Source: an optimization exercise on an open RTL-to-GDS flow (aim: small area). Production flows keep margins and buffers that such runs may drop. RTL that was checked went through simulation tests only; none was proved equivalent to the original. For runs 4 and 5, only the layout was checked, not whether the RTL still works. Power figures rest on the tool's default switching activity, not on a simulated workload.

$ cat design.v
module WS2812_module #(
	parameter FAMILY          = "LIFCL",
	parameter LED_COUNT       = 32,
	parameter CLOCK_FREQUENCY = 38000000
)
(
	input wire				clk_i,
	input wire				resetn_i,
	output reg				led_ctl_o,					 
	output reg				int_o,						 
	output wire				debug_o,
	input wire				apb_penable_i,				 
	input wire				apb_psel_i,					 
	input wire				apb_pwrite_i,				 
	input wire [5:0]  	apb_paddr_i,
	input wire [31:0]	apb_pwdata_i,
	output reg [31:0]	apb_prdata_o,
	output reg				apb_pslverr_o,				 
	output reg				apb_pready_o
);
reg [7:0]   led_number;
reg         auto_send;
reg         int_enable;
reg         trigger_transmit;
reg         led_sending;
reg         sending_q;									 
reg         nb;											 
reg [23:0]  shadow;										 
reg         fetch_pend;									 
reg [1:0]   phase;										 
reg [3:0]   cc;
reg [4:0]   bitc;
reg [3:0]   lr;											 
reg [1:0]   lj;											 
wire strobe  = resetn_i & apb_psel_i & apb_penable_i & ~apb_pready_o;	 
wire wr      = strobe & apb_pwrite_i;
wire wr_ctrl = wr & (apb_paddr_i == 6'h4);
wire wr_col  = wr & (apb_paddr_i == 6'h8);
wire wr_num  = wr & (apb_paddr_i == 6'hC);
wire col_we  = wr_col & (apb_pwdata_i[31:29] == 3'b0);
always @(posedge clk_i or negedge resetn_i) begin
	if (~resetn_i) begin
		apb_pready_o     <= 1'b0;
		auto_send        <= 1'b1;
		int_enable       <= 1'b0;
		trigger_transmit <= 1'b0;
		led_number       <= 8'h0;
	end
	else begin
		apb_pready_o <= strobe;
		if (wr_ctrl) begin
			auto_send  <= apb_pwdata_i[0];
			int_enable <= apb_pwdata_i[2];
		end
		if (wr_num)
			led_number <= apb_pwdata_i[31:24];
		if (~apb_pready_o) begin
			if (led_sending)
				trigger_transmit <= 1'b0;
			if (wr_ctrl & apb_pwdata_i[1])
				trigger_transmit <= 1'b1;
			if (wr_col)
				trigger_transmit <= auto_send;
		end
	end
end
reg [767:0] slots;										 
reg [23:0]  wbuf;										 
reg [3:0]   wr_r;										 
reg [1:0]   wr_j;										 
reg [1:0]   ph3;										 
reg         ph2;										 
function [5:0] coord;
	input [4:0] x;
	case (x)
		5'd0: coord = {4'd0, 2'd0};
		5'd1: coord = {4'd0, 2'd1};
		5'd2: coord = {4'd0, 2'd2};
		5'd3: coord = {4'd1, 2'd0};
		5'd4: coord = {4'd1, 2'd1};
		5'd5: coord = {4'd1, 2'd2};
		5'd6: coord = {4'd2, 2'd0};
		5'd7: coord = {4'd2, 2'd1};
		5'd8: coord = {4'd2, 2'd2};
		5'd9: coord = {4'd3, 2'd0};
		5'd10: coord = {4'd3, 2'd1};
		5'd11: coord = {4'd3, 2'd2};
		5'd12: coord = {4'd4, 2'd0};
		5'd13: coord = {4'd4, 2'd1};
		5'd14: coord = {4'd4, 2'd2};
		5'd15: coord = {4'd5, 2'd0};
		5'd16: coord = {4'd5, 2'd1};
		5'd17: coord = {4'd5, 2'd2};
		5'd18: coord = {4'd6, 2'd0};
		5'd19: coord = {4'd6, 2'd1};
		5'd20: coord = {4'd6, 2'd2};
		5'd21: coord = {4'd7, 2'd0};
		5'd22: coord = {4'd7, 2'd1};
		5'd23: coord = {4'd7, 2'd2};
		5'd24: coord = {4'd8, 2'd0};
		5'd25: coord = {4'd8, 2'd1};
		5'd26: coord = {4'd8, 2'd2};
		5'd27: coord = {4'd9, 2'd0};
		5'd28: coord = {4'd9, 2'd1};
		5'd29: coord = {4'd9, 2'd2};
		5'd30: coord = {4'd10, 2'd0};
		5'd31: coord = {4'd10, 2'd1};
	endcase
endfunction
always @(posedge clk_i) begin
	ph3 <= ph3[1] ? 2'd0 : ph3 + 2'd1;
	ph2 <= ~ph2;
	if (col_we) begin
		wbuf         <= apb_pwdata_i[23:0];
		{wr_r, wr_j} <= coord(apb_pwdata_i[28:24]);
	end
end
wire [10:0] ins, ins_n;
ws2812_ins u_ins (.wr_r(wr_r), .wr_j(wr_j), .ph3(ph3), .ph2(ph2), .ins(ins), .ins_n(ins_n));
always @(posedge clk_i) begin
	slots[0 +: 24] <= ({24{ins[0]}} & wbuf) | ({24{ins_n[0]}} & slots[48 +: 24]);
	slots[24 +: 24] <= slots[0 +: 24];
	slots[48 +: 24] <= slots[24 +: 24];
end
always @(posedge clk_i) begin
	slots[72 +: 24] <= ({24{ins[1]}} & wbuf) | ({24{ins_n[1]}} & slots[120 +: 24]);
	slots[96 +: 24] <= slots[72 +: 24];
	slots[120 +: 24] <= slots[96 +: 24];
end
always @(posedge clk_i) begin
	slots[144 +: 24] <= ({24{ins[2]}} & wbuf) | ({24{ins_n[2]}} & slots[192 +: 24]);
	slots[168 +: 24] <= slots[144 +: 24];
	slots[192 +: 24] <= slots[168 +: 24];
end
always @(posedge clk_i) begin
	slots[216 +: 24] <= ({24{ins[3]}} & wbuf) | ({24{ins_n[3]}} & slots[264 +: 24]);
	slots[240 +: 24] <= slots[216 +: 24];
	slots[264 +: 24] <= slots[240 +: 24];
end
always @(posedge clk_i) begin
	slots[288 +: 24] <= ({24{ins[4]}} & wbuf) | ({24{ins_n[4]}} & slots[336 +: 24]);
	slots[312 +: 24] <= slots[288 +: 24];
	slots[336 +: 24] <= slots[312 +: 24];
end
always @(posedge clk_i) begin
	slots[360 +: 24] <= ({24{ins[5]}} & wbuf) | ({24{ins_n[5]}} & slots[408 +: 24]);
	slots[384 +: 24] <= slots[360 +: 24];
	slots[408 +: 24] <= slots[384 +: 24];
end
always @(posedge clk_i) begin
	slots[432 +: 24] <= ({24{ins[6]}} & wbuf) | ({24{ins_n[6]}} & slots[480 +: 24]);
	slots[456 +: 24] <= slots[432 +: 24];
	slots[480 +: 24] <= slots[456 +: 24];
end
always @(posedge clk_i) begin
	slots[504 +: 24] <= ({24{ins[7]}} & wbuf) | ({24{ins_n[7]}} & slots[552 +: 24]);
	slots[528 +: 24] <= slots[504 +: 24];
	slots[552 +: 24] <= slots[528 +: 24];
end
always @(posedge clk_i) begin
	slots[576 +: 24] <= ({24{ins[8]}} & wbuf) | ({24{ins_n[8]}} & slots[624 +: 24]);
	slots[600 +: 24] <= slots[576 +: 24];
	slots[624 +: 24] <= slots[600 +: 24];
end
always @(posedge clk_i) begin
	slots[648 +: 24] <= ({24{ins[9]}} & wbuf) | ({24{ins_n[9]}} & slots[696 +: 24]);
	slots[672 +: 24] <= slots[648 +: 24];
	slots[696 +: 24] <= slots[672 +: 24];
end
always @(posedge clk_i) begin
	slots[720 +: 24] <= ({24{ins[10]}} & wbuf) | ({24{ins_n[10]}} & slots[744 +: 24]);
	slots[744 +: 24] <= slots[720 +: 24];
end
wire [5:0] ln      = coord(led_number[4:0]);
wire       num_ok  = (led_number[7:5] == 3'b0);
wire       v_apb   = (ln[5:2] == 4'd10) ? (ph2 == ln[0]) : (ph3 == {ln[0], ln[1]});
wire       v_led   = (lr == 4'd10) ? (ph2 == lj[0]) : (ph3 == {lj[0], lj[1]});
wire       fetch_now = fetch_pend & (~num_ok | v_apb);
wire [3:0] sel_r   = fetch_now ? ln[5:2] : lr;
wire [1:0] sel_j   = fetch_now ? ln[1:0] : lj;
wire       rd_ok   = ~fetch_now | num_ok;
wire       rd_wbuf = rd_ok & (sel_r == wr_r) & (sel_j == wr_j);
wire [11:0] rd_sel;
wire [23:0] word_out;
assign rd_sel[0] = rd_ok & ~rd_wbuf & (sel_r == 4'd0);
assign rd_sel[1] = rd_ok & ~rd_wbuf & (sel_r == 4'd1);
assign rd_sel[2] = rd_ok & ~rd_wbuf & (sel_r == 4'd2);
assign rd_sel[3] = rd_ok & ~rd_wbuf & (sel_r == 4'd3);
assign rd_sel[4] = rd_ok & ~rd_wbuf & (sel_r == 4'd4);
assign rd_sel[5] = rd_ok & ~rd_wbuf & (sel_r == 4'd5);
assign rd_sel[6] = rd_ok & ~rd_wbuf & (sel_r == 4'd6);
assign rd_sel[7] = rd_ok & ~rd_wbuf & (sel_r == 4'd7);
assign rd_sel[8] = rd_ok & ~rd_wbuf & (sel_r == 4'd8);
assign rd_sel[9] = rd_ok & ~rd_wbuf & (sel_r == 4'd9);
assign rd_sel[10] = rd_ok & ~rd_wbuf & (sel_r == 4'd10);
assign rd_sel[11] = rd_wbuf;
genvar gb;
generate
	for (gb = 0; gb < 24; gb = gb + 1) begin : g_rd
		wire [11:0] d;
		assign d[0] = slots[0 + gb];
		assign d[1] = slots[72 + gb];
		assign d[2] = slots[144 + gb];
		assign d[3] = slots[216 + gb];
		assign d[4] = slots[288 + gb];
		assign d[5] = slots[360 + gb];
		assign d[6] = slots[432 + gb];
		assign d[7] = slots[504 + gb];
		assign d[8] = slots[576 + gb];
		assign d[9] = slots[648 + gb];
		assign d[10] = slots[720 + gb];
		assign d[11] = wbuf[gb];
		ws2812_rd_bit u_rd (.sel(rd_sel), .d(d), .y(word_out[gb]));
	end
endgenerate
wire wt_hit = col_we & (apb_pwdata_i[28:24] == led_number[4:0]) & num_ok;
always @(posedge clk_i or negedge resetn_i) begin
	if (~resetn_i)
		fetch_pend <= 1'b1;
	else if (wr_num)
		fetch_pend <= 1'b1;
	else if (fetch_now | wt_hit)
		fetch_pend <= 1'b0;
end
wire [23:0] shadow_d;
ws2812_sh_d u_shd (.wt(wt_hit), .fe(~wt_hit & fetch_now), .pwd(apb_pwdata_i[23:0]), .wo(word_out), .y(shadow_d));
always @(posedge clk_i) begin
	if (wt_hit | fetch_now)
		shadow <= shadow_d;
	sending_q <= led_sending;
end
always @* begin
	apb_prdata_o     = {led_number, shadow} & {32{apb_paddr_i[3]}};
	apb_prdata_o[0]  = (apb_paddr_i[3] & shadow[0]) | (~apb_paddr_i[3] & (apb_paddr_i[2] ? auto_send : sending_q));
	apb_prdata_o[2]  = (apb_paddr_i[3] & shadow[2]) | (~apb_paddr_i[3] & apb_paddr_i[2] & int_enable);
	apb_pslverr_o    = apb_pwrite_i ? (apb_paddr_i == 6'h0) : (apb_paddr_i == 6'h8);
end
wire led_ok  = ~fetch_now & (v_led | rd_wbuf);				 
wire cur_bit = word_out[bitc];
always @(posedge clk_i)
	if (led_ok)
		nb <= cur_bit;
wire led_bit = led_ok ? cur_bit : nb;
wire tick      = (cc == 4'h0);
wire start     = ~led_sending & trigger_transmit;
wire last_bit  = (bitc == 5'd0);
wire last_led  = (lr == 4'd10) & (lj == 2'd1);				 
wire gap_end   = (lr == 4'd3) & (lj == 2'd0) & (bitc == 5'd20);	 
always @(posedge clk_i or negedge resetn_i) begin
	if (~resetn_i) begin
		led_ctl_o   <= 1'b0;
		int_o       <= 1'b0;
		led_sending <= 1'b0;
	end
	else begin
		int_o <= 1'b0;
		if (start) begin
			led_ctl_o   <= 1'b1;
			led_sending <= 1'b1;
		end
		else if (led_sending & tick) begin
			case (phase)
				2'd1: led_ctl_o <= 1'b1;
				2'd2: led_ctl_o <= led_bit;
				2'd3: led_ctl_o <= 1'b0;
				2'd0: begin
					led_ctl_o <= 1'b0;
					if (gap_end) begin
						led_sending <= 1'b0;
						int_o       <= int_enable;
					end
				end
			endcase
		end
	end
end
always @(posedge clk_i) begin
	if (start) begin
		phase <= 2'd2;
		cc    <= 4'd15;
		bitc  <= 5'd23;
		lr    <= 4'd0;
		lj    <= 2'd0;
	end
	else if (led_sending) begin
		cc <= cc - 4'd1;
		if (tick) begin
			case (phase)
				2'd1: phase <= 2'd2;
				2'd2: phase <= (last_bit & last_led) ? 2'd0 : 2'd3;
				2'd3: phase <= 2'd1;
				default: ;
			endcase
			if (phase == 2'd2 || phase == 2'd0) begin
				bitc <= last_bit ? 5'd23 : bitc - 5'd1;
				if (last_bit) begin
					if (last_led) begin
						lr <= 4'd0;
						lj <= 2'd0;
					end
					else if (lj == 2'd2) begin
						lr <= lr + 4'd1;
						lj <= 2'd0;
					end
					else
						lj <= lj + 2'd1;
				end
			end
		end
	end
end
assign debug_o = auto_send;
endmodule
module ws2812_rd_bit (
	input wire [11:0] sel,
	input wire [11:0] d,
	output wire        y
);
wire [3:0] n;
ws2812_aoi222 u0 (.a(sel[0]), .b(d[0]), .c(sel[1]), .d(d[1]), .e(sel[2]),  .f(d[2]),  .y(n[0]));
ws2812_aoi222 u1 (.a(sel[3]), .b(d[3]), .c(sel[4]), .d(d[4]), .e(sel[5]),  .f(d[5]),  .y(n[1]));
ws2812_aoi222 u2 (.a(sel[6]), .b(d[6]), .c(sel[7]), .d(d[7]), .e(sel[8]),  .f(d[8]),  .y(n[2]));
ws2812_aoi222 u3 (.a(sel[9]), .b(d[9]), .c(sel[10]), .d(d[10]), .e(sel[11]), .f(d[11]), .y(n[3]));
assign y = ~&n;
endmodule
module ws2812_aoi222 (input wire a, b, c, d, e, f, output wire y);
assign y = ~((a & b) | (c & d) | (e & f));
endmodule
module ws2812_sh_d (
	input wire        wt,
	input wire        fe,
	input wire [23:0] pwd,
	input wire [23:0] wo,
	output wire [23:0] y
);
assign y = ({24{wt}} & pwd) | ({24{fe}} & wo);
endmodule
module ws2812_ins (
	input wire [3:0] wr_r,
	input wire [1:0] wr_j,
	input wire [1:0] ph3,
	input wire       ph2,
	output wire [10:0] ins,
	output wire [10:0] ins_n
);
wire last3 = (ph3 == {~wr_j[0] & ~wr_j[1], wr_j[0]});
wire last2 = (ph2 != wr_j[0]);
assign ins[0] = (wr_r == 4'd0) & last3;
assign ins[1] = (wr_r == 4'd1) & last3;
assign ins[2] = (wr_r == 4'd2) & last3;
assign ins[3] = (wr_r == 4'd3) & last3;
assign ins[4] = (wr_r == 4'd4) & last3;
assign ins[5] = (wr_r == 4'd5) & last3;
assign ins[6] = (wr_r == 4'd6) & last3;
assign ins[7] = (wr_r == 4'd7) & last3;
assign ins[8] = (wr_r == 4'd8) & last3;
assign ins[9] = (wr_r == 4'd9) & last3;
assign ins[10] = (wr_r == 4'd10) & last2;
assign ins_n = ~ins;
endmodule
$ cat run.sh
#!/bin/bash
# synth_recipe.tcl (not shown) runs the flow's synth.tcl, then flattens the netlist and writes it again
# the make line also repeats each setting of config.mk as NAME=value (left out here)
make -C /OpenROAD-flow-scripts/flow DESIGN_CONFIG=/design/flow/config.mk WORK_HOME=/design/flow/orfs CLKGATE_MAP_FILE= SYNTH_SCRIPT=/design/flow/synth_recipe.tcl finish
$ cat config.mk
export PLATFORM = sky130hd
export DESIGN_NAME = WS2812_module
export DESIGN_NICKNAME = WS2812_module
export VERILOG_FILES = /design/flow/design.v
export SDC_FILE = /design/flow/constraint.sdc
export NUM_CORES = 4
export LEC_CHECK = 0
export CAP_MARGIN = 20
export CORE_MARGIN = 2
export CORE_UTILIZATION = 60
export CTS_BUF_LIST = sky130_fd_sc_hd__clkbuf_8
export CTS_CLUSTER_DIAMETER = 60
export CTS_CLUSTER_SIZE = 20
export SLEW_MARGIN = 20
export SYNTH_HIERARCHICAL = 1
$ cat constraint.sdc
create_clock -name core_clock -period 26.0 [get_ports {clk_i}]
set_input_delay 5.2000 -clock core_clock [delete_from_list [all_inputs] [get_ports {clk_i}]]
set_output_delay 5.2000 -clock core_clock [all_outputs]
set_load 0.01 [all_outputs]
==> results.json, run 1 <==
{
  "io_buffer_count": 79,
  "worstPathMaxFanout": 6,
  "placementRows": 74,
  "peakVddDrop_uv": 42.42,
  "fin_nets": 1906,
  "grt_pass1_wl_um": 94900,
  "antenna_found_initial": 1,
  "grt_pass1_vias": 14842,
  "insertion_delay_ps": 700,
  "fin_crit_sh_pct": 45.83,
  "finalSetupViolCount": 0,
  "cellPowerDensity_nw_per_um2": 78.11,
  "cts.sinks": 860,
  "synthesis.area_sq_um": 24590,
  "htreeDepth": 2,
  "grt_util_all_layers_pct": 30.51,
  "area_growth_syn_to_layout_pct": 9.170,
  "antenna_left": 0,
  "drv_slew": 0,
  "avgSynthCellArea_sq_um": 13.87,
  "floorplan.die_area_sq_um": 42610,
  "clock_path_buffers": 3,
  "synth_edf_count": 54,
  "setup_ws_ps": 14080,
  "rsz0062_at_grt": "false",
  "avgViaCountPerCell": 6.282,
  "wl_met3_um": 5632,
  "clock_skew_ps": 37.17,
  "hpwl_um": 35670,
  "ys_types": 73,
  "highest_layer": "met4",
  "wl_met2_um": 28900,
  "synth_ff_type": "dfxtp_1",
  "min-delay-start": "slots[469]",
  "synth.ff_latch_count": 860,
  "drt-initial-drc-count": 1648,
  "arrival_ps": 6720,
  "routedWlPerCell_um": 26.93,
  "ys_seq_area_share_pct": 72.56,
  "routabilityCongestion": 0.8689,
  "synthArstFlopShare_pct": 1.860,
  "grt_max_degree": 38,
  "tns_ps": 0,
  "finalHoldViolCount": 0,
  "worstPathRequired_ps": 20800,
  "maxSlewHeadroom_pct": 38.20,
  "dp_slack_ps": 13340,
  "clk_pin_slew_ps": 110,
  "post-cts-setup-buffer-count": 0,
  "critPathKind": "input port to primary output",
  "wl_met1_um": 28380,
  "drive_gt1_share_pct": 8.097,
  "synth.top_cell.area_share_pct": 64.32,
  "cp-start-kind": "input port",
  "min_path_type": "flop to flop",
  "dieHeight_um": 206.4,
  "cts_buffers": 51,
  "die_x_um": 206.4,
  "synth_top_cells_by_area": "dfxtp_1 (64%), a22o_1 (10%), edfxtp_1 (6.6%)",
  "end_kind": "primary output",
  "status": "finished clean",
  "postCtsHoldBufs": 0,
  "post-synth-top-area-cell": "dfxtp_1",
  "cap_violations": 0,
  "drt-total-wl_um": 64570,
  "io_pins": 80,
  "grt_overflow": 0,
  "max_slew.worst_pin.slew_ps": 925.1,
  "reg2reg_from": "led_number[1]",
  "vias": 15065,
  "start_util_pct": 60.49,
  "p_leak_nw": 10.55,
  "cts_tree": "yes",
  "drc": 0,
  "synth_fp_nets": 1833,
  "coreArea_sq_um": 40650,
  "p_total_mw": 2.097,
  "ctsResizeCount": 0,
  "utilization_pct": 66.04,
  "netlist_instances": 1773,
  "ys.warnings.count": 7,
  "timing.fmax_ghz": 0.08393,
  "cp-startpoint": "apb_paddr_i[2]",
  "fin_crit_ps": 11920,
  "clock-root-buffer": "clkbuf_8",
  "dr.pass1.iters": 6
}
==> final cells by class <==
type	instances	area, sq um
Clock inverter	17	126.4
Clock buffer	55	757.0
Fill cell	2978	13800
Antenna cell	1	2.502
Multi-Input combinational cell	792	6294
Timing Repair Buffer	116	1064
Tap cell	532	665.6
Sequential cell	860	17840
Inverter	25	93.84
==> per-stage QoR <==
step           cell area [sq um]  hold WS, ps  instances
2_1_floorplan              24590        309.6       1773
4_1_cts                    26840        324.5       2397
6_report                   26840        318.8       2398
3_3_place_gp               25960        309.6       2325
5_1_grt                    26840        329.5       2397
3_5_place_dp               25960        312.1       2325
==> report_power, final <==
part	total (mW)	leakage, nW	internal (mW)	switching (mW)
clock network	0.596	0.482	0.199	0.397
logic	0.131	2.91	0.0546	0.0767
registers	1.37	7.15	1.34	0.0242
total	2.10	10.5	1.60	0.498
==> Yosys stat by module (local to each module, per instance) <==
| module | area [sq um] | times used |
|---|---|---|
| ws2812_sh_d | 260.2 | 1 |
| ws2812_rd_bit | 6.256 | 24 |
| ws2812_ins | 222.7 | 1 |
| ws2812_aoi222 | 10.01 | 96 |
| WS2812_module | 22990 | 1 |
==> logic make-up after synthesis <==
| group | count (synthesis) | share of synthesized area (%) |
|---|---|---|
| buf+inv | 121 | 2.056 |
| simple gates | 253 | 5.409 |
| compound gates | 472 | 16.79 |
| xor+xnor | 27 | 0.9923 |
| flops | 860 | 72.56 |
| fa+ha+maj | 17 | 0.8651 |
| mux | 23 | 1.333 |
==> layer usage <==
metal  up-vias  track usage [%]
met5         -                0
met4         0            9.082
met3       132            6.039
met2       713            47.24
met1      7471            43.49
li1       6749                -
==> path summary, 6_finish.rpt <==
check / endpoint / slack [ps] / cells after the start
worst max-delay path: apb_prdata_o[2] / 14080 / 4
worst min-delay path: slots[493] / 320 / 0
worst max register to register: led_ctl_o / 18290 / 23
worst min register to register: slots[493] / 320 / 0
max in group asynchronous: led_number[1] / 20500 / 1
min in group asynchronous: led_sending / 4980 / 1
==> registers in the layout, summed over array words and instances (netlist names), 2 cells and up <==
name	count
wr_r	4
phase	2
ph3	2
slots	768
wbuf	24
shadow	24
led_number	8
bitc	5
lr	4
cc	4
lj	2
wr_j	2
==> layout by cell type, fill, tap and decap left out, types with 14 or more instances in the layout <==
master | netlist | routed
dfxtp_1 | 790 | 790
a222oi_1 | 96 | 96
dfrtp_1 | 14 | 14
nand2_1 | 46 | 46
buf_4 | 3 | 37
nor2_1 | 49 | 36
o21ai_0 | 21 | 21
nand3_1 | 23 | 23
xnor2_1 | 15 | 15
clkbuf_8 | 0 | 55
and2_1 | 35 | 35
a21oi_1 | 18 | 18
nand4_1 | 30 | 30
ha_1 | 17 | 17
nor3_1 | 17 | 16
inv_1 | 24 | 32
clkdlybuf4s50_1 | 0 | 78
a22o_1 | 285 | 285
edfxtp_1 | 54 | 54
==> critical path, cell delays in order <==
cell and delay [ps]:
clkdlybuf4s50_1 570, nor2b_1 240, a22o_1 160, clkdlybuf4s50_1 540
==> Yosys cell counts, types with 3 or more instances <==
cell type / count
mux2i_1: 8
or3_1: 4
a222oi_1: 96
clkbuf_1: 86
nor2_1: 49
a31oi_1: 6
nor3_1: 17
nand4_1: 30
a22o_1: 285
o21ai_0: 21
a22o_2: 4
dfxtp_1: 790
a21oi_1: 18
xnor2_1: 15
edfxtp_1: 54
nand2_1: 46
and3_1: 13
nand3_1: 23
inv_1: 24
dfrtp_1: 14
nor2b_1: 10
a221oi_1: 3
mux4_2: 7
nor4_1: 5
mux2_2: 8
buf_4: 3
ha_1: 17
nand2b_1: 6
xor2_1: 11
a211o_1: 3
buf_6: 5
and2_1: 35
a2111oi_0: 3
==> run 2: changes to the inputs <==
==> flow/run.sh (new file) <==
#!/bin/bash
# The standard layout (standard.sh, all ORFS steps), with two changes:
#  - port buffers are buf_1 instead of the flow's default choice;
#  - CTS settings below (no dummy loads).
# Each tool's output is in the ORFS logs under orfs/logs; make's output in standard.log.
set -e
export BUFFER_PORTS_ARGS="-buffer_cell sky130_fd_sc_hd__buf_1"
export CTS_ARGS="-sink_clustering_enable -repair_clock_nets -dont_use_dummy_load -buf_list sky130_fd_sc_hd__clkbuf_8 -sink_clustering_size 20 -sink_clustering_max_diameter 60"
bash standard.sh > standard.log 2>&1
==> standard.sh (new file) <==
#!/bin/bash
# synth_recipe.tcl (not shown) runs the flow's synth.tcl, then flattens the netlist and writes it again
# the make line also repeats each setting of config.mk as NAME=value (left out here)
make -C /OpenROAD-flow-scripts/flow DESIGN_CONFIG=/design/flow/config.mk WORK_HOME=/design/flow/orfs CLKGATE_MAP_FILE= SYNTH_SCRIPT=/design/flow/synth_recipe.tcl "${@:-finish}"
==> config.mk (replaced) <==
export PLATFORM = sky130hd
export DESIGN_NAME = WS2812_module
export DESIGN_NICKNAME = WS2812_module
export VERILOG_FILES = /design/flow/design.v
export SDC_FILE = /design/flow/constraint.sdc
export NUM_CORES = 4
export LEC_CHECK = 0
export CAP_MARGIN = 0
export CORE_MARGIN = 2
export CORE_UTILIZATION = 60
export SLEW_MARGIN = 0
export SYNTH_HIERARCHICAL = 1
removed: run.sh
==> results.json, run 2 <==
{
  "drive_gt1_share_pct": 7.430,
  "post-cts-setup-buffer-count": 0,
  "antennaDiodeCount": 0,
  "htreeDepth": 2,
  "status": "finished clean",
  "finalSetupViolCount": 0,
  "clock_path_buffers": 3,
  "synth.top_cell.area_share_pct": 64.32,
  "p_leak_nw": 10.22,
  "avgViaCountPerCell": 6.246,
  "cp_top_family": "buffers and inverters",
  "cpMostUsedCell": "buf_1",
  "ys_types": 73,
  "netlist_instances": 1773,
  "die_x_um": 206.4,
  "layout_commonest_cell": "dfxtp_1",
  "fin_nets": 1906,
  "start_util_pct": 60.49,
  "antenna_found_initial": 0,
  "arrival_ps": 6400,
  "whs_endpoint": "slots[430]",
  "cp-start-kind": "input port",
  "cts_tree": "yes",
  "avgSynthCellArea_sq_um": 13.87,
  "hpwl_um": 35440,
  "crit_slowest_cell": "buf_1",
  "drt-total-wl_um": 63780,
  "max_slew.worst_pin.slew_ps": 1228,
  "reg2reg_from": "led_number[1]",
  "cp.depth": 5,
  "r2r_slack_ps": 18180,
  "post-synth-top-area-cell": "dfxtp_1",
  "reg2reg_depth": 23,
  "postCtsHoldBufs": 0,
  "fin_hold_ws_ps": 292.7,
  "peakVddDrop_uv": 52.28,
  "grt_overflow": 0,
  "synth.ff_latch_count": 860,
  "drc": 0,
  "dp_slack_ps": 14380,
  "ys_seq_area_share_pct": 72.56,
  "crit_chain": "buf_1 -> buf_4 -> nand2_1 -> o21ai_0 -> buf_1",
  "synth_fp_nets": 1833,
  "p_total_mw": 2.040,
  "final_cell_mix": "dfxtp_1 (790), a22o_1 (285), a222oi_1 (96), buf_1 (79), edfxtp_1 (54)",
  "rsz0062_at_grt": "false",
  "routedWlPerCell_um": 26.84,
  "drt-initial-drc-count": 1719,
  "synth_ff_type": "dfxtp_1",
  "cts_buffers": 50,
  "routabilityCongestion": 0.8483,
  "maxSlewHeadroom_pct": 18.06,
  "clock_skew_ps": 94.15,
  "min-delay-start": "slots[406]",
  "grt_pass1_wl_um": 93670,
  "r2r_end": "led_ctl_o",
  "ys.warnings.count": 7,
  "fin_crit_sh_pct": 44.61,
  "worstPathRequired_ps": 20800,
  "antenna_left": 0,
  "hold_depth": 0,
  "tns_ps": 0,
  "cellPowerDensity_nw_per_um2": 77.97,
  "clock-root-buffer": "clkbuf_8",
  "ys_top_cells_by_count": "dfxtp_1 (790), a22o_1 (285), a222oi_1 (96)",
  "cap_violations": 0,
  "timing.fmax_ghz": 0.08623,
  "reg_top3": "slots (768), shadow (24), wbuf (24)",
  "grt_pass1_vias": 14633,
  "grt_max_degree": 32,
  "crit_buf_inv": 3,
  "slowest_delay_ps": 510,
  "synth_edf_count": 54,
  "synthesis.area_sq_um": 24590,
  "clk_pin_slew_ps": 110,
  "cts.sinks": 860,
  "drv_slew": 0,
  "fin_crit_ps": 11600,
  "synth_top_cells_by_area": "dfxtp_1 (64%), a22o_1 (10%), edfxtp_1 (6.6%)",
  "utilization_pct": 64.37,
  "ctsResizeCount": 0,
  "vias": 14841,
  "largest_register_ffs": 768,
  "io_buffer_count": 79,
  "end_kind": "primary output",
  "insertion_delay_ps": 690,
  "synth.most_common_cell": "dfxtp_1",
  "dieHeight_um": 206.4,
  "dr.pass1.iters": 6,
  "finalHoldViolCount": 0,
  "top_register": "slots",
  "placementRows": 74,
  "coreArea_sq_um": 40650,
  "worstPathMaxFanout": 22,
  "grt_util_all_layers_pct": 30.19,
  "min_path_type": "flop to flop",
  "floorplan.die_area_sq_um": 42610,
  "area_growth_syn_to_layout_pct": 6.407,
  "io_pins": 80,
  "critPathKind": "input port to primary output",
  "synthArstFlopShare_pct": 1.860,
  "setup_ws_ps": 14400
}
-- run 2: cell counts after synthesis --
No cell type changed its count.
-- run 2: modules after synthesis, one instance, submodules excluded --
module         cells inside  flip-flops and latches
WS2812_module          1588                     860
ws2812_aoi222             1                       0
ws2812_ins               37                       0
ws2812_rd_bit             1                       0
ws2812_sh_d              28                       0
-- run 2: worst max path at each step --
stage | endpoint | slack (ps) | startpoint
final | apb_prdata_o[0] | 14400 | apb_paddr_i[3]
after global routing | apb_prdata_o[0] | 14260 | apb_paddr_i[3]
after floorplan | apb_prdata_o[0] | 14940 | apb_paddr_i[3]
after detailed placement | apb_prdata_o[0] | 14380 | apb_paddr_i[3]
after global placement | apb_prdata_o[0] | 14450 | apb_paddr_i[3]
after CTS | apb_prdata_o[0] | 14370 | apb_paddr_i[3]
-- run 2: kinds of logic (layout without fill, tap and decap cells) --
group	after synthesis	after routing	synth area share (%)
buffers and inverters	121	192	2.056
AND/OR/NAND/NOR	253	253	5.409
adder cells (fa/ha/maj)	17	17	0.8651
AO/OA/AOI/OAI	472	472	16.79
XOR/XNOR	27	27	0.9923
flip-flops	860	860	72.56
multiplexers	23	23	1.333
-- run 2: layout make-up --
class / count / area [sq um]
fill: 3087 / 14480
tap: 532 / 665.6
inverter: 25 / 93.84
timing repair buffer: 117 / 581.8
clock buffer: 50 / 688.2
sequential: 860 / 17840
multi-input combinational: 792 / 6294
-- run 2: worst reg2reg max path: stages, from the launching register on --
cell and delay [ps]:
dfrtp_1 530, inv_2 90, ha_1 330, a2bb2oi_1 400
and3_1 330, mux2i_1 490, a2111oi_0 200, a2111oi_0 700
nand2_1 130, nor2_2 140, buf_4 450, a221o_1 340
nor2_2 70, buf_4 290, a222oi_1 540, nand4_1 480
mux4_2 610, mux4_2 490, nor2b_1 150, a221oi_1 340
nand3_1 130, mux2i_1 160, nor3_1 100, o31a_1 290
-- run 2: where the power goes --
part	leakage (nW)	switching (mW)	internal, mW
logic	2.71	0.0758	0.0463
registers	7.15	0.0244	1.34
clock network	0.359	0.375	0.174
total	10.2	0.475	1.56
-- run 2: per-stage QoR --
stage,cell area (sq um),cells
global route,26160,2376
floorplan,24590,1773
CTS,26160,2376
finish,26160,2376
global placement,25470,2326
detailed placement,25470,2326
-- run 2: routing by layer --
| layer | vias up | track usage (%) | routed length, um | part of all wire [%] |
|---|---|---|---|---|
| met4 | 0 | 8.571 | 1663 | 2.6 |
| li1 | 6723 | - | - | - |
| met3 | 115 | 7.915 | 6003 | 9.4 |
| met5 | - | 0 | 0 | 0 |
| met1 | 7401 | 42.12 | 27790 | 44 |
| met2 | 602 | 46.52 | 28320 | 44 |
==> run 3: changes to the inputs <==
--- a/flow/run.sh
+++ b/flow/run.sh
@@ -1,7 +1,7 @@
 #!/bin/bash
 # The standard layout (standard.sh, all ORFS steps), with two changes:
 #  - port buffers are buf_1 instead of the flow's default choice;
-#  - CTS settings below (no dummy loads).
+#  - CTS inserts no dummy loads.
 # Each tool's output is in the ORFS logs under orfs/logs; make's output in standard.log.
 set -e
 export BUFFER_PORTS_ARGS="-buffer_cell sky130_fd_sc_hd__buf_1"
--- a/config.mk
+++ b/config.mk
@@ -5,8 +5,11 @@
 export SDC_FILE = /design/flow/constraint.sdc
 export NUM_CORES = 4
 export LEC_CHECK = 0
-export CAP_MARGIN = 0
+export CAP_MARGIN = 20
 export CORE_MARGIN = 2
 export CORE_UTILIZATION = 60
-export SLEW_MARGIN = 0
+export CTS_BUF_LIST = sky130_fd_sc_hd__clkbuf_8
+export CTS_CLUSTER_DIAMETER = 60
+export CTS_CLUSTER_SIZE = 20
+export SLEW_MARGIN = 20
 export SYNTH_HIERARCHICAL = 1
==> results.json, run 3 <==
{
  "status": "finished clean",
  "synthesis.area_sq_um": 24590,
  "final_cell_mix": "dfxtp_1 (790), a22o_1 (285), a222oi_1 (96), buf_1 (79), edfxtp_1 (54)",
  "synth_ff_type": "dfxtp_1",
  "synthArstFlopShare_pct": 1.860,
  "cellPowerDensity_nw_per_um2": 77.92,
  "p_leak_nw": 10.22,
  "finalSetupViolCount": 0,
  "reg2reg_depth": 23,
  "postCtsHoldBufs": 0,
  "placed_area_sq_um": 25480,
  "ys_seq_area_share_pct": 72.56,
  "grt_pass1_wl_um": 93590,
  "clock_skew_ps": 104.5,
  "cap_violations": 0,
  "drc": 0,
  "synth.top_cell.area_share_pct": 64.32,
  "multi_input_area_sq_um": 6299,
  "tns_ps": 0,
  "cts_buffers": 50,
  "arrival_ps": 6400,
  "nFillCells": 3089,
  "max_slew.worst_pin.slew_ps": 966.8,
  "routabilityCongestion": 0.8483,
  "insertion_delay_ps": 690,
  "dr.pass1.iters": 6,
  "setup_ws_ps": 14400,
  "layout_commonest_cell": "dfxtp_1",
  "clock-root-buffer": "clkbuf_8",
  "synth.ff_latch_count": 860,
  "maxSlewHeadroom_pct": 35.55,
  "fin_crit_ps": 11600,
  "netlist_instances": 1773,
  "synth_fp_nets": 1833,
  "hold_depth": 0,
  "peakVddDrop_uv": 50.34,
  "clock_path_buffers": 3,
  "io_buffer_count": 79,
  "die_x_um": 206.4,
  "dp_slack_ps": 14380,
  "grt_util_all_layers_pct": 30.11,
  "fin_nets": 1906,
  "grt_pass1_vias": 14737,
  "avgViaCountPerCell": 6.290,
  "area_growth_syn_to_layout_pct": 6.427,
  "vias": 14944,
  "ys.warnings.count": 7,
  "placementRows": 74,
  "largest_register_ffs": 768,
  "worstPathRequired_ps": 20800,
  "htreeDepth": 2,
  "synth_top_cells_by_area": "dfxtp_1 (64%), a22o_1 (10%), edfxtp_1 (6.6%)",
  "ys_types": 73,
  "ys_top_cells_by_count": "dfxtp_1 (790), a22o_1 (285), a222oi_1 (96)",
  "stdcell_area_sq_um": 26170,
  "routedWlPerCell_um": 26.80,
  "drt-initial-drc-count": 1772,
  "cts.sinks": 860,
  "end_kind": "primary output",
  "synth.most_common_cell": "dfxtp_1",
  "worstPathMaxFanout": 22,
  "post-synth-top-area-cell": "dfxtp_1",
  "floorplan.die_area_sq_um": 42610,
  "antenna_left": 0,
  "min_path_type": "flop to flop",
  "drv_slew": 0,
  "grt_max_degree": 32,
  "ctsResizeCount": 0,
  "drt-total-wl_um": 63670,
  "grt_overflow": 0,
  "avgSynthCellArea_sq_um": 13.87,
  "antennaDiodeCount": 0,
  "clk_pin_slew_ps": 110,
  "timing.fmax_ghz": 0.08621,
  "cp-start-kind": "input port",
  "coreArea_sq_um": 40650,
  "hpwl_um": 35430,
  "drive_gt1_share_pct": 7.430,
  "start_util_pct": 60.49,
  "seq_area_sq_um": 17840,
  "dieHeight_um": 206.4,
  "reg_top3": "slots (768), shadow (24), wbuf (24)",
  "fin_crit_sh_pct": 44.61,
  "top_register": "slots",
  "finalHoldViolCount": 0,
  "synth_edf_count": 54,
  "io_pins": 80,
  "post-cts-setup-buffer-count": 0,
  "critPathKind": "input port to primary output",
  "antenna_found_initial": 1,
  "cts_tree": "yes",
  "rsz0062_at_grt": "false"
}
[run 3: cell counts after synthesis]
No cell type changed its count.
[run 3: critical path, stage by stage]
cell and delay (ps):
buf_1 510, buf_4 350, and2_1 160, buf_1 150
[run 3: power breakdown]
part | total [mW] | switching, mW | internal, mW | leakage, nW
clock network | 0.548 | 0.374 | 0.174 | 0.359
logic | 0.122 | 0.0758 | 0.0464 | 2.71
registers | 1.37 | 0.0241 | 1.34 | 7.15
total | 2.04 | 0.474 | 1.56 | 10.2
[run 3: per-module statistics from Yosys, one instance, submodules excluded]
module / times used / cells
ws2812_ins: 1 / 37
ws2812_aoi222: 96 / 1
ws2812_sh_d: 1 / 28
ws2812_rd_bit: 24 / 1
WS2812_module: 1 / 1588
[run 3: metal layers]
metal  vias to the layer above  routed length, um  global-route usage [%]
met5                         -                  9                       0
met4                         2               1861                   9.260
met3                       127               5286                   7.285
met2                       621              28200                   46.83
met1                      7467              28310                   41.71
li1                       6727                  -                       -
[run 3: final cells by class]
type | count | share of cell area, %
clock buffers | 50 | 2.630
well taps | 532 | 2.544
inverters | 25 | 0.3586
multi-input cells | 792 | 24.07
repair buffers | 117 | 2.223
flip-flops and latches | 860 | 68.17
[run 3: through the flow]
step	hold WS, ps	std cells	util [%]	power, mW
finish	277.1	2376	64.38	2.039
floorplan	309.6	1773	-	1.470
detailed placement	312.1	2326	62.69	1.520
global placement	309.7	2326	62.67	1.517
global route	292.2	2376	64.38	2.108
CTS	283.7	2376	64.38	2.048
[run 3: final timing paths]
check / startpoint / slack (ps) / to
max: apb_paddr_i[3] / 14400 / apb_prdata_o[21]
min: slots[186] / 280 / slots[210]
max reg2reg: led_number[1] / 18230 / led_ctl_o
min reg2reg: slots[186] / 280 / slots[210]
max in group asynchronous: resetn_i / 21220 / fetch_pend
min in group asynchronous: resetn_i / 4490 / trigger_transmit
[run 3: kinds of logic (layout without fill, tap and decap cells)]
kind of cell	count (synthesis)	in the layout	synth area share, %
mux	23	23	1.333
xor+xnor	27	27	0.9923
buf+inv	121	192	2.056
simple gates	253	253	5.409
compound gates	472	472	16.79
flops	860	860	72.56
fa+ha+maj	17	17	0.8651
==> run 4: changes to the inputs <==
--- a/design.v
+++ b/design.v
@@ -25,7 +25,7 @@
 reg         led_sending;
 reg         sending_q;									 
 reg         nb;											 
-reg [23:0]  shadow;										 
+reg [23:0]  shadow_n;									 
 reg         fetch_pend;									 
 reg [1:0]   phase;										 
 reg [3:0]   cc;
@@ -222,17 +222,17 @@
 	else if (fetch_now | wt_hit)
 		fetch_pend <= 1'b0;
 end
-wire [23:0] shadow_d;
-ws2812_sh_d u_shd (.wt(wt_hit), .fe(~wt_hit & fetch_now), .pwd(apb_pwdata_i[23:0]), .wo(word_out), .y(shadow_d));
+wire [23:0] shadow_d_n;
+ws2812_sh_d u_shd (.wt(wt_hit), .fe(~wt_hit & fetch_now), .pwd(apb_pwdata_i[23:0]), .wo(word_out), .y_n(shadow_d_n));
 always @(posedge clk_i) begin
 	if (wt_hit | fetch_now)
-		shadow <= shadow_d;
+		shadow_n <= shadow_d_n;
 	sending_q <= led_sending;
 end
 always @* begin
-	apb_prdata_o     = {led_number, shadow} & {32{apb_paddr_i[3]}};
-	apb_prdata_o[0]  = (apb_paddr_i[3] & shadow[0]) | (~apb_paddr_i[3] & (apb_paddr_i[2] ? auto_send : sending_q));
-	apb_prdata_o[2]  = (apb_paddr_i[3] & shadow[2]) | (~apb_paddr_i[3] & apb_paddr_i[2] & int_enable);
+	apb_prdata_o     = {led_number, ~shadow_n} & {32{apb_paddr_i[3]}};
+	apb_prdata_o[0]  = (apb_paddr_i[3] & ~shadow_n[0]) | (~apb_paddr_i[3] & (apb_paddr_i[2] ? auto_send : sending_q));
+	apb_prdata_o[2]  = (apb_paddr_i[3] & ~shadow_n[2]) | (~apb_paddr_i[3] & apb_paddr_i[2] & int_enable);
 	apb_pslverr_o    = apb_pwrite_i ? (apb_paddr_i == 6'h0) : (apb_paddr_i == 6'h8);
 end
 wire led_ok  = ~fetch_now & (v_led | rd_wbuf);				 
@@ -331,9 +331,9 @@
 	input wire        fe,
 	input wire [23:0] pwd,
 	input wire [23:0] wo,
-	output wire [23:0] y
+	output wire [23:0] y_n
 );
-assign y = ({24{wt}} & pwd) | ({24{fe}} & wo);
+assign y_n = ~(({24{wt}} & pwd) | ({24{fe}} & wo));
 endmodule
 module ws2812_ins (
 	input wire [3:0] wr_r,
--- a/flow/run.sh
+++ b/flow/run.sh
@@ -1,7 +1,7 @@
 #!/bin/bash
 # The standard layout (standard.sh, all ORFS steps), with two changes:
 #  - port buffers are buf_1 instead of the flow's default choice;
-#  - CTS inserts no dummy loads.
+#  - CTS settings below (no dummy loads).
 # Each tool's output is in the ORFS logs under orfs/logs; make's output in standard.log.
 set -e
 export BUFFER_PORTS_ARGS="-buffer_cell sky130_fd_sc_hd__buf_1"
--- a/config.mk
+++ b/config.mk
@@ -8,8 +8,5 @@
 export CAP_MARGIN = 20
 export CORE_MARGIN = 2
 export CORE_UTILIZATION = 60
-export CTS_BUF_LIST = sky130_fd_sc_hd__clkbuf_8
-export CTS_CLUSTER_DIAMETER = 60
-export CTS_CLUSTER_SIZE = 20
 export SLEW_MARGIN = 20
 export SYNTH_HIERARCHICAL = 1
==> results.json, run 4 <==
{
  "fin_crit_sh_pct": 44.80,
  "grt_pass1_wl_um": 93150,
  "peakVddDrop_uv": 53.47,
  "reg2reg_depth": 21,
  "vias": 14994,
  "synthesis.area_sq_um": 24550,
  "drv_slew": 0,
  "final_cell_mix": "dfxtp_1 (790), a22o_1 (264), a222oi_1 (96), buf_1 (78), edfxtp_1 (54)",
  "ys.warnings.count": 7,
  "ys_types": 72,
  "synth_edf_count": 54,
  "use_met2_pct": 46.27,
  "clk_pin_slew_ps": 110,
  "avgSynthCellArea_sq_um": 13.80,
  "top_register": "slots",
  "power_frac_clock_pct": 26.8,
  "synthArstFlopShare_pct": 1.860,
  "htreeDepth": 2,
  "use_met3_pct": 5.030,
  "io_buffer_count": 79,
  "area_growth_syn_to_layout_pct": 6.416,
  "insertion_delay_ps": 680,
  "post-synth-top-area-cell": "dfxtp_1",
  "p_leak_nw": 10.08,
  "p_total_mw": 2.038,
  "synth_top_cells_by_area": "dfxtp_1 (64%), a22o_1 (9.4%), edfxtp_1 (6.6%)",
  "fin_hold_ws_ps": 299.8,
  "synth.most_common_cell": "dfxtp_1",
  "drc": 0,
  "synth_ff_type": "dfxtp_1",
  "die_x_um": 206.3,
  "worstPathRequired_ps": 20800,
  "grt-busiest-layer": "met2",
  "utilization_pct": 64.28,
  "critPathKind": "input port to primary output",
  "antenna_found_initial": 0,
  "grt_overflow": 0,
  "io_pins": 80,
  "reg_top3": "slots (768), shadow_n (24), wbuf (24)",
  "p_comb_share_pct": 5.8,
  "placementRows": 74,
  "ys_seq_area_share_pct": 72.66,
  "cp_top_family": "buffers and inverters",
  "placed_area_sq_um": 25440,
  "seq_area_sq_um": 17840,
  "dieHeight_um": 206.3,
  "slowest_delay_ps": 720,
  "min-delay-start": "slots[479]",
  "routedWlPerCell_um": 26.72,
  "drive_gt1_share_pct": 7.089,
  "ys_top_cells_by_count": "dfxtp_1 (790), a22o_1 (264), a222oi_1 (96)",
  "synth.top_cell.area_share_pct": 64.41,
  "netlist_instances": 1779,
  "cts_buffers": 50,
  "clock_skew_ps": 95.52,
  "antenna_left": 0,
  "fin_crit_ps": 11650,
  "cp-start-kind": "input port",
  "clock_path_buffers": 3,
  "grt_util_all_layers_pct": 30.01,
  "crit_slowest_cell": "clkbuf_2",
  "r2r_end": "led_ctl_o",
  "layout_commonest_cell": "dfxtp_1",
  "post-cts-setup-buffer-count": 0,
  "avgViaCountPerCell": 6.297,
  "postCtsHoldBufs": 0,
  "multi_input_area_sq_um": 6260,
  "cts_tree": "yes",
  "ctsResizeCount": 0,
  "grt_max_degree": 38,
  "finalSetupViolCount": 0,
  "grt_pass1_vias": 14558,
  "hpwl_um": 36450,
  "swShare_pct": 23.30,
  "stdcell_area_sq_um": 26130,
  "synth_fp_nets": 1839,
  "dr.pass1.iters": 8,
  "min_path_type": "flop to flop",
  "hold_depth": 0,
  "finalHoldViolCount": 0,
  "gr-usage-met1_pct": 44.06,
  "crit_chain": "clkbuf_2 -> xor2_1 -> nand2_1 -> nor2_1 -> buf_1",
  "start_util_pct": 60.41,
  "nFillCells": 3088,
  "floorplan.die_area_sq_um": 42560,
  "timing.fmax_ghz": 0.08586,
  "fin_nets": 1910,
  "synth.ff_latch_count": 860,
  "arrival_ps": 6450,
  "crit_buf_inv": 2,
  "maxSlewHeadroom_pct": 22.27,
  "max_slew.worst_pin.slew_ps": 1165,
  "drt-total-wl_um": 63620,
  "intPower_mw": 1.563,
  "cellPowerDensity_nw_per_um2": 77.99,
  "status": "finished clean",
  "tns_ps": 0,
  "worstPathMaxFanout": 37,
  "clock-root-buffer": "clkbuf_8",
  "cap_violations": 0,
  "routabilityCongestion": 0.8418,
  "end_kind": "primary output",
  "cts.sinks": 860,
  "drt-initial-drc-count": 1587,
  "largest_register_ffs": 768,
  "coreArea_sq_um": 40650,
  "reg2reg_from": "led_number[3]",
  "switching_power_mw": 0.4748,
  "r2r_slack_ps": 17700,
  "rsz0062_at_grt": "false",
  "pwr-share-seq_pct": 67.3,
  "whs_endpoint": "slots[503]"
}
## run 4: stage by stage
stage / std cells / setup slack [ps]
final: 2381 / 14350
after global routing: 2380 / 14230
after CTS: 2380 / 14350
after detailed placement: 2330 / 14350
after global placement: 2330 / 14360
after floorplan: 1779 / 14800
## run 4: layer usage
layer / up-vias / part of all wire (%)
li1: 6754 / -
met1: 7581 / 46
met2: 553 / 45
met3: 106 / 7.1
met4: 0 / 2.2
met5: - / 0
## run 4: worst max path at each step
| stage | start | to | cells past startpoint |
|---|---|---|---|
| 2_1_floorplan | apb_paddr_i[3] | apb_prdata_o[2] | 3 |
| 5_1_grt | apb_paddr_i[3] | apb_pslverr_o | 5 |
| 4_1_cts | apb_paddr_i[3] | apb_pslverr_o | 5 |
| 3_3_place_gp | apb_paddr_i[3] | apb_pslverr_o | 5 |
| 3_5_place_dp | apb_paddr_i[3] | apb_pslverr_o | 5 |
| 6_report | apb_paddr_i[3] | apb_pslverr_o | 5 |
## run 4: power groups by stage
stage	Sequential, mW	Clock, mW	Combinational (mW)
after floorplan	1.38	0	0.0859
after global placement	1.40	0	0.115
after detailed placement	1.40	0	0.117
after CTS	1.37	0.557	0.117
after global routing	1.38	0.601	0.129
final	1.37	0.547	0.119
## run 4: per-module statistics from Yosys (local to each module, per instance)
module         area, sq um  flops+latches
ws2812_rd_bit        6.256              0
ws2812_ins           222.7              0
ws2812_aoi222        10.01              0
WS2812_module        23000            860
ws2812_sh_d          217.7              0
## run 4: area by class of cell
| type | instances | share of cell area (%) |
|---|---|---|
| Multi-Input combinational cell | 796 | 23.96 |
| Timing Repair Buffer | 116 | 2.203 |
| Antenna cell | 1 | 0.009577 |
| Tap cell | 532 | 2.548 |
| Inverter | 26 | 0.3735 |
| Clock buffer | 50 | 2.634 |
| Sequential cell | 860 | 68.28 |
## run 4: worst register-to-register path: stages, from the launching register on
cell and delay [ps]:
dfrtp_1 800, nor3_1 190, a2bb2oi_1 420, and3_1 320, mux2i_1 480, a2111oi_0 200
a2111oi_0 680, nand2_1 140, nor2_2 930, a221o_1 360, nor2_2 220, buf_4 310
a222oi_1 520, nand4_1 360, mux4_2 600, mux4_2 510, nor2b_1 150, a221oi_1 300
nand3_1 120, mux2i_1 160, nor3_1 110, o31a_1 290
## run 4: cell families (layout without fill, tap and decap cells)
group	count (synthesis)	in the layout	synth area share, %
simple gates	259	259	5.524
compound gates	472	472	16.66
flops	860	860	72.66
buf+inv	123	192	2.059
other cells	0	1	0
fa+ha+maj	17	17	0.8663
mux	21	21	1.243
xor+xnor	27	27	0.9937
==> run 5: changes to the inputs <==
--- a/config.mk
+++ b/config.mk
@@ -7,6 +7,7 @@
 export LEC_CHECK = 0
 export CAP_MARGIN = 20
 export CORE_MARGIN = 2
-export CORE_UTILIZATION = 60
+export CORE_UTILIZATION = 80
+export PLACE_DENSITY = 0.85
 export SLEW_MARGIN = 20
 export SYNTH_HIERARCHICAL = 1
==> results.json, run 5 <==
{
  "status": "finished clean",
  "min_path_type": "flop to flop",
  "grt_util_all_layers_pct": 39.69,
  "post-cts-setup-buffer-count": 0,
  "synth.ff_latch_count": 860,
  "io_pins": 80,
  "start_util_pct": 80.69,
  "placed_area_sq_um": 25210,
  "utilization_pct": 85.12,
  "synth_ff_type": "dfxtp_1",
  "die_x_um": 179.2,
  "vias": 15678,
  "coreArea_sq_um": 30430,
  "io_buffer_count": 79,
  "grt_pass1_vias": 15577,
  "nFillCells": 1544,
  "cp-start-kind": "input port",
  "ys_seq_area_share_pct": 72.66,
  "synthesis.area_sq_um": 24550,
  "fin_nets": 1898,
  "drt-total-wl_um": 63580,
  "crit_slowest_cell": "clkbuf_2",
  "synth_top_cells_by_area": "dfxtp_1 (64%), a22o_1 (9.4%), edfxtp_1 (6.6%)",
  "maxSlewHeadroom_pct": 24.56,
  "cp_top_family": "buffers and inverters",
  "dr.pass1.iters": 9,
  "slowest_delay_ps": 700,
  "hpwl_um": 35670,
  "antenna_found_initial": 2,
  "drt-initial-drc-count": 2470,
  "clock_skew_ps": 94.50,
  "stdcell_area_sq_um": 25900,
  "synth_edf_count": 54,
  "clock_path_buffers": 3,
  "top_register": "slots",
  "reg2reg_depth": 22,
  "worstPathMaxFanout": 37,
  "avgViaCountPerCell": 7.024,
  "routabilityCongestion": 0.9194,
  "cellPowerDensity_nw_per_um2": 78.32,
  "synth.most_common_cell": "dfxtp_1",
  "cts_buffers": 49,
  "clk_pin_slew_ps": 120,
  "avgSynthCellArea_sq_um": 13.80,
  "cp.depth": 5,
  "dieHeight_um": 179.2,
  "peakVddDrop_uv": 72.06,
  "timing.fmax_ghz": 0.08592,
  "post-synth-top-area-cell": "dfxtp_1",
  "grt_overflow": 0,
  "ys_types": 72,
  "ys_top_cells_by_count": "dfxtp_1 (790), a22o_1 (264), a222oi_1 (96)",
  "p_total_mw": 2.029,
  "finalHoldViolCount": 0,
  "routedWlPerCell_um": 28.49,
  "final_cell_mix": "dfxtp_1 (790), a22o_1 (264), a222oi_1 (96), buf_1 (78), edfxtp_1 (54)",
  "antennaDiodeCount": 0,
  "drv_slew": 0,
  "floorplan.die_area_sq_um": 32110,
  "postCtsHoldBufs": 0,
  "htreeDepth": 2,
  "crit_chain": "clkbuf_2 -> xor2_1 -> nand2_1 -> nor2_1 -> buf_1",
  "dp.cells": 2182,
  "largest_register_ffs": 768,
  "crit_buf_inv": 2,
  "netlist_instances": 1779,
  "tns_ps": 0,
  "drive_gt1_share_pct": 7.081,
  "final_cell_count_no_fill": 2232,
  "grt_pass1_wl_um": 93380,
  "end_kind": "primary output",
  "rsz0062_at_grt": "false",
  "finalSetupViolCount": 0,
  "ys.warnings.count": 7,
  "r2r_slack_ps": 18490,
  "ctsResizeCount": 0,
  "insertion_delay_ps": 640,
  "reg_top3": "slots (768), shadow_n (24), wbuf (24)",
  "max_slew.worst_pin.slew_ps": 1130,
  "area_growth_syn_to_layout_pct": 5.483,
  "worstPathRequired_ps": 20800,
  "grt_max_degree": 38,
  "cts.sinks": 860,
  "synthArstFlopShare_pct": 1.860,
  "fin_crit_ps": 11640,
  "fin_crit_sh_pct": 44.77,
  "antenna_left": 0,
  "drc": 0,
  "synth_fp_nets": 1839,
  "cts_tree": "yes",
  "clock-root-buffer": "clkbuf_8",
  "critPathKind": "input port to primary output",
  "cap_violations": 0,
  "hold_depth": 0,
  "p_leak_nw": 10.02,
  "layout_commonest_cell": "dfxtp_1",
  "arrival_ps": 6440,
  "placementRows": 64,
  "synth.top_cell.area_share_pct": 64.41
}
[run 5: logic make-up (layout without fill, tap and decap cells)]
| kind of cell | after synthesis | count (layout) | synth area share [%] |
|---|---|---|---|
| compound gates | 472 | 472 | 16.66 |
| xor+xnor | 27 | 27 | 0.9937 |
| fa+ha+maj | 17 | 17 | 0.8663 |
| buf+inv | 123 | 180 | 2.059 |
| flops | 860 | 860 | 72.66 |
| mux | 21 | 21 | 1.243 |
| simple gates | 259 | 259 | 5.524 |
[run 5: stage by stage]
| stage | hold WS (ps) | worst slack, ps |
|---|---|---|
| floorplan | 309.6 | 14800 |
| global placement | 309.9 | 14440 |
| detailed placement | 312.1 | 14380 |
| CTS | 282.7 | 14380 |
| global route | 292.7 | 14230 |
| finish | 297.2 | 14360 |
[run 5: worst paths after layout]
kind | start | end
min in group asynchronous | resetn_i | apb_pready_o
max in group asynchronous | resetn_i | int_enable
setup / recovery | apb_paddr_i[3] | apb_pslverr_o
setup reg to reg | led_number[1] | led_ctl_o
hold reg to reg | slots[177] | slots[201]
hold / removal | slots[177] | slots[201]
[run 5: metal layers]
metal  track usage (%)  wire length (um)
met5                 0                13
met4             16.87              2767
met1             52.42             24110
met3             10.09              7614
met2             62.80             29070
[run 5: area by class of cell]
cell class	count	area (sq um)	share of cell area (%)
flip-flops and latches	860	17840	68.88
clock buffers	49	674.4	2.604
well taps	396	495.5	1.913
multi-input cells	796	6292	24.29
repair buffers	105	500.5	1.932
inverters	26	97.59	0.3768
[run 5: modules after synthesis, one instance, submodules excluded]
| module | cells | flops+latches | copies in the design | cell area [sq um] |
|---|---|---|---|---|
| WS2812_module | 1594 | 860 | 1 | 23000 |
| ws2812_ins | 37 | 0 | 1 | 222.7 |
| ws2812_sh_d | 28 | 0 | 1 | 217.7 |
| ws2812_aoi222 | 1 | 0 | 96 | 10.01 |
| ws2812_rd_bit | 1 | 0 | 24 | 6.256 |
[run 5: power by group]
group	switching (mW)	internal, mW	total [mW]
combinational	0.0747	0.0456	0.120
sequential	0.0277	1.34	1.37
clock	0.366	0.171	0.537
==> run 6: changes to the inputs <==
--- a/design.v
+++ b/design.v
@@ -30,8 +30,7 @@
 reg [1:0]   phase;										 
 reg [3:0]   cc;
 reg [4:0]   bitc;
-reg [3:0]   lr;											 
-reg [1:0]   lj;											 
+reg [4:0]   ledc;										 
 wire strobe  = resetn_i & apb_psel_i & apb_penable_i & ~apb_pready_o;	 
 wire wr      = strobe & apb_pwrite_i;
 wire wr_ctrl = wr & (apb_paddr_i == 6'h4);
@@ -72,40 +71,12 @@
 reg         ph2;										 
 function [5:0] coord;
 	input [4:0] x;
-	case (x)
-		5'd0: coord = {4'd0, 2'd0};
-		5'd1: coord = {4'd0, 2'd1};
-		5'd2: coord = {4'd0, 2'd2};
-		5'd3: coord = {4'd1, 2'd0};
-		5'd4: coord = {4'd1, 2'd1};
-		5'd5: coord = {4'd1, 2'd2};
-		5'd6: coord = {4'd2, 2'd0};
-		5'd7: coord = {4'd2, 2'd1};
-		5'd8: coord = {4'd2, 2'd2};
-		5'd9: coord = {4'd3, 2'd0};
-		5'd10: coord = {4'd3, 2'd1};
-		5'd11: coord = {4'd3, 2'd2};
-		5'd12: coord = {4'd4, 2'd0};
-		5'd13: coord = {4'd4, 2'd1};
-		5'd14: coord = {4'd4, 2'd2};
-		5'd15: coord = {4'd5, 2'd0};
-		5'd16: coord = {4'd5, 2'd1};
-		5'd17: coord = {4'd5, 2'd2};
-		5'd18: coord = {4'd6, 2'd0};
-		5'd19: coord = {4'd6, 2'd1};
-		5'd20: coord = {4'd6, 2'd2};
-		5'd21: coord = {4'd7, 2'd0};
-		5'd22: coord = {4'd7, 2'd1};
-		5'd23: coord = {4'd7, 2'd2};
-		5'd24: coord = {4'd8, 2'd0};
-		5'd25: coord = {4'd8, 2'd1};
-		5'd26: coord = {4'd8, 2'd2};
-		5'd27: coord = {4'd9, 2'd0};
-		5'd28: coord = {4'd9, 2'd1};
-		5'd29: coord = {4'd9, 2'd2};
-		5'd30: coord = {4'd10, 2'd0};
-		5'd31: coord = {4'd10, 2'd1};
-	endcase
+	if (x[1:0] != 2'd3)
+		coord = {1'b0, x[4:2], x[1:0]};
+	else if (x[3:2] != 2'd3)
+		coord = {3'b100, x[4], x[3:2]};
+	else
+		coord = {4'd10, 1'b0, x[4]};
 endfunction
 always @(posedge clk_i) begin
 	ph3 <= ph3[1] ? 2'd0 : ph3 + 2'd1;
@@ -174,10 +145,11 @@
 wire [5:0] ln      = coord(led_number[4:0]);
 wire       num_ok  = (led_number[7:5] == 3'b0);
 wire       v_apb   = (ln[5:2] == 4'd10) ? (ph2 == ln[0]) : (ph3 == {ln[0], ln[1]});
-wire       v_led   = (lr == 4'd10) ? (ph2 == lj[0]) : (ph3 == {lj[0], lj[1]});
+wire [5:0] lc      = coord(ledc);
+wire       v_led   = (lc[5:2] == 4'd10) ? (ph2 == lc[0]) : (ph3 == {lc[0], lc[1]});
 wire       fetch_now = fetch_pend & (~num_ok | v_apb);
-wire [3:0] sel_r   = fetch_now ? ln[5:2] : lr;
-wire [1:0] sel_j   = fetch_now ? ln[1:0] : lj;
+wire [3:0] sel_r   = fetch_now ? ln[5:2] : lc[5:2];
+wire [1:0] sel_j   = fetch_now ? ln[1:0] : lc[1:0];
 wire       rd_ok   = ~fetch_now | num_ok;
 wire       rd_wbuf = rd_ok & (sel_r == wr_r) & (sel_j == wr_j);
 wire [11:0] rd_sel;
@@ -244,8 +216,8 @@
 wire tick      = (cc == 4'h0);
 wire start     = ~led_sending & trigger_transmit;
 wire last_bit  = (bitc == 5'd0);
-wire last_led  = (lr == 4'd10) & (lj == 2'd1);				 
-wire gap_end   = (lr == 4'd3) & (lj == 2'd0) & (bitc == 5'd20);	 
+wire last_led  = (ledc == 5'd31);
+wire gap_end   = (ledc == 5'd9) & (bitc == 5'd20);				 
 always @(posedge clk_i or negedge resetn_i) begin
 	if (~resetn_i) begin
 		led_ctl_o   <= 1'b0;
@@ -279,8 +251,7 @@
 		phase <= 2'd2;
 		cc    <= 4'd15;
 		bitc  <= 5'd23;
-		lr    <= 4'd0;
-		lj    <= 2'd0;
+		ledc  <= 5'd0;
 	end
 	else if (led_sending) begin
 		cc <= cc - 4'd1;
@@ -293,18 +264,8 @@
 			endcase
 			if (phase == 2'd2 || phase == 2'd0) begin
 				bitc <= last_bit ? 5'd23 : bitc - 5'd1;
-				if (last_bit) begin
-					if (last_led) begin
-						lr <= 4'd0;
-						lj <= 2'd0;
-					end
-					else if (lj == 2'd2) begin
-						lr <= lr + 4'd1;
-						lj <= 2'd0;
-					end
-					else
-						lj <= lj + 2'd1;
-				end
+				if (last_bit)
+					ledc <= ledc + 5'd1;
 			end
 		end
 	end
==> results.json, run 6 <==
{
  "synth.ff_latch_count": 859,
  "gr-usage-met1_pct": 54.63,
  "drc": 0,
  "synth.most_common_cell": "dfxtp_1",
  "stdcell_area_sq_um": 25440,
  "drv_slew": 0,
  "clock_skew_ps": 118.5,
  "avgSynthCellArea_sq_um": 14.25,
  "ys_top_cells_by_count": "dfxtp_1 (789), a22o_1 (264), a222oi_1 (96)",
  "cts_buffers": 49,
  "antenna_left": 0,
  "worstPathRequired_ps": 20800,
  "avgViaCountPerCell": 7.076,
  "finalHoldViolCount": 0,
  "clock_path_buffers": 3,
  "routabilityCongestion": 0.8879,
  "synth_xor_area_share_pct": 0.7638,
  "clock-root-buffer": "clkbuf_8",
  "use_met3_pct": 8.419,
  "drt-total-wl_um": 63910,
  "antennaDiodeCount": 0,
  "synth_top_cells_by_area": "dfxtp_1 (66%), a22o_1 (9.6%), edfxtp_1 (6.7%)",
  "drt-initial-drc-count": 2219,
  "synthArstFlopShare_pct": 1.863,
  "fin_crit_sh_pct": 44.70,
  "top_register": "slots",
  "largest_register_ffs": 768,
  "synth_edf_count": 54,
  "synth_top_family_by_area": "compound AO/OA/AOI/OAI gates",
  "cellPowerDensity_nw_per_um2": 77.06,
  "synth_fp_nets": 1743,
  "post-cts-setup-buffer-count": 0,
  "grt_pass1_wl_um": 93320,
  "hpwl_um": 35630,
  "p_leak_nw": 9.880,
  "peakVddDrop_uv": 62.96,
  "synth.top_cell.area_share_pct": 65.59,
  "netlist_instances": 1690,
  "timing.fmax_ghz": 0.08604,
  "area_growth_syn_to_layout_pct": 5.648,
  "dp_slack_ps": 14390,
  "io_buffer_count": 79,
  "synth_compound_area_share_pct": 16.22,
  "fin_crit_ps": 11620,
  "grt_util_all_layers_pct": 40.46,
  "cp-startpoint": "apb_paddr_i[3]",
  "fin_nets": 1809,
  "grt_overflow": 0,
  "end_kind": "primary output",
  "cap_violations": 0,
  "final_cell_mix": "dfxtp_1 (789), a22o_1 (264), a222oi_1 (96), buf_1 (78), edfxtp_1 (54)",
  "die_x_um": 177.5,
  "placed_area_sq_um": 24770,
  "setup_ws_ps": 14380,
  "cts.sinks": 859,
  "grt_pass1_vias": 15230,
  "insertion_delay_ps": 630,
  "rsz0062_at_grt": "false",
  "start_util_pct": 81.25,
  "dieHeight_um": 177.5,
  "synthesis.area_sq_um": 24080,
  "floorplan.die_area_sq_um": 31510,
  "cp-start-kind": "input port",
  "max_slew.worst_pin.slew_ps": 1135,
  "reg2reg_from": "led_number[0]",
  "finalSetupViolCount": 0,
  "arrival_ps": 6420,
  "grt_max_degree": 38,
  "synth.area.mux_share_pct": 1.247,
  "coreArea_sq_um": 29640,
  "dr.pass1.iters": 8,
  "placementRows": 63,
  "ys_seq_area_share_pct": 74.00,
  "critPathKind": "input port to primary output",
  "cts_tree": "yes",
  "ys.warnings.count": 7,
  "routedWlPerCell_um": 29.81,
  "io_pins": 80,
  "synth-adder-area-share_pct": 0.5196,
  "antenna_found_initial": 2,
  "min_path_type": "flop to flop",
  "reg_top3": "slots (768), shadow_n (24), wbuf (24)",
  "synth-simple-area-share_pct": 5.305,
  "min-delay-start": "slots[243]",
  "clk_pin_slew_ps": 120,
  "postCtsHoldBufs": 0,
  "maxSlewHeadroom_pct": 24.17,
  "layout_commonest_cell": "dfxtp_1",
  "worstPathMaxFanout": 37,
  "vias": 15170,
  "post-synth-top-area-cell": "dfxtp_1",
  "htreeDepth": 2,
  "ctsResizeCount": 0,
  "status": "finished clean",
  "grt-busiest-layer": "met2",
  "use_met2_pct": 62.84,
  "synth_ff_type": "dfxtp_1",
  "tns_ps": 0,
  "p_total_mw": 1.961,
  "drive_gt1_share_pct": 8.267,
  "ys_types": 74
}
## run 6: where the power goes
group	internal [mW]	switching [mW]	total [mW]	leakage [nW]
Sequential	1.34	0.0191	1.36	7.13
Clock	0.171	0.366	0.537	0.352
Combinational	0.0269	0.0392	0.0660	2.40
## run 6: worst paths after layout
check / to / slack, ps / cells after the start
worst min-delay path: slots[267] / 300 / 0
min in group asynchronous: int_o / 4680 / 1
worst max register to register: led_ctl_o / 19740 / 19
worst min register to register: slots[267] / 300 / 0
max in group asynchronous: led_ctl_o / 20720 / 1
worst max-delay path: apb_pslverr_o / 14380 / 5
## run 6: final cells by class
class                      count  area, sq um
timing repair buffer         105        496.7
tap                          390        488.0
sequential                   859        17820
inverter                      21        78.83
fill                        1416         4197
multi-input combinational    720         5884
clock buffer                  49        674.4
## run 6: critical path, cell delays in order
cell,delay (ps)
clkbuf_2,690
xor2_1,200
nand2_1,80
nor2_1,90
buf_1,150
## run 6: per-module statistics from Yosys, one instance, submodules excluded
| module | cells inside | flops+latches | copies in the design |
|---|---|---|---|
| ws2812_sh_d | 28 | 0 | 1 |
| WS2812_module | 1505 | 859 | 1 |
| ws2812_rd_bit | 1 | 0 | 24 |
| ws2812_ins | 37 | 0 | 1 |
| ws2812_aoi222 | 1 | 0 | 96 |
## run 6: logic make-up after synthesis
family          count (synthesis)
compound gates                445
xor+xnor                       21
fa+ha+maj                      10
buf+inv                       111
flops                         859
mux                            20
simple gates                  224
## run 6: metal layers
metal  up-vias  wire, um
met1      7409     24150
met5         -         0
met3       261      7475
li1       6393         -
met4         0      3443
met2      1107     28840
## run 6: metrics by stage
stage / hold slack, ps / std cells / utilization [%]
global route: 303.1 / 2144 / 85.84
finish: 298.7 / 2144 / 85.84
detailed placement: 312.1 / 2095 / 83.57
floorplan: 309.6 / 1690 / -
global placement: 309.7 / 2094 / 83.51
CTS: 284.3 / 2144 / 85.84

## static timing again, ports no longer ideal
The flow's constraints put no driver on any port. The routed layouts listed below were extracted and timed again, unchanged, in two steps. Step 1: set_driving_cell puts a clkbuf_16 on clk_i and a buf_2 on each other input, an assumption about the parent block. Step 2, shift: input delay + t, output delay - t, t = (earliest + latest rising clock arrival at the registers) / 2. This alone moves slack from input paths to output paths. Slacks: no drivers / after step 1 / after step 2; pairs: no drivers / after step 1.
run	t, ns	setup WS [ns]	hold WS [ns]	slew at the worst register clock pin (ns)	cell pins on the clock port's net
run 1	0.735	14.085 / 14.062 / 14.062	0.319 / 0.319 / 0.319	0.12 / 0.12	1
run 2	0.697	14.403 / 14.379 / 14.379	0.293 / 0.293 / 0.293	0.12 / 0.12	1
run 3	0.692	14.401 / 14.376 / 14.376	0.277 / 0.277 / 0.277	0.12 / 0.12	1
run 4	0.691	14.353 / 14.332 / 14.332	0.300 / 0.300 / 0.300	0.12 / 0.12	1
run 5	0.645	14.361 / 14.338 / 14.338	0.297 / 0.297 / 0.297	0.12 / 0.12	1
run 6	0.624	14.377 / 14.354 / 14.354	0.299 / 0.299 / 0.299	0.13 / 0.13	1
After both steps every run listed still meets setup and hold. For run 3, which loses most, drivers alone change the setup slack by -0.025 ns; drivers and shift together by -0.025 ns.
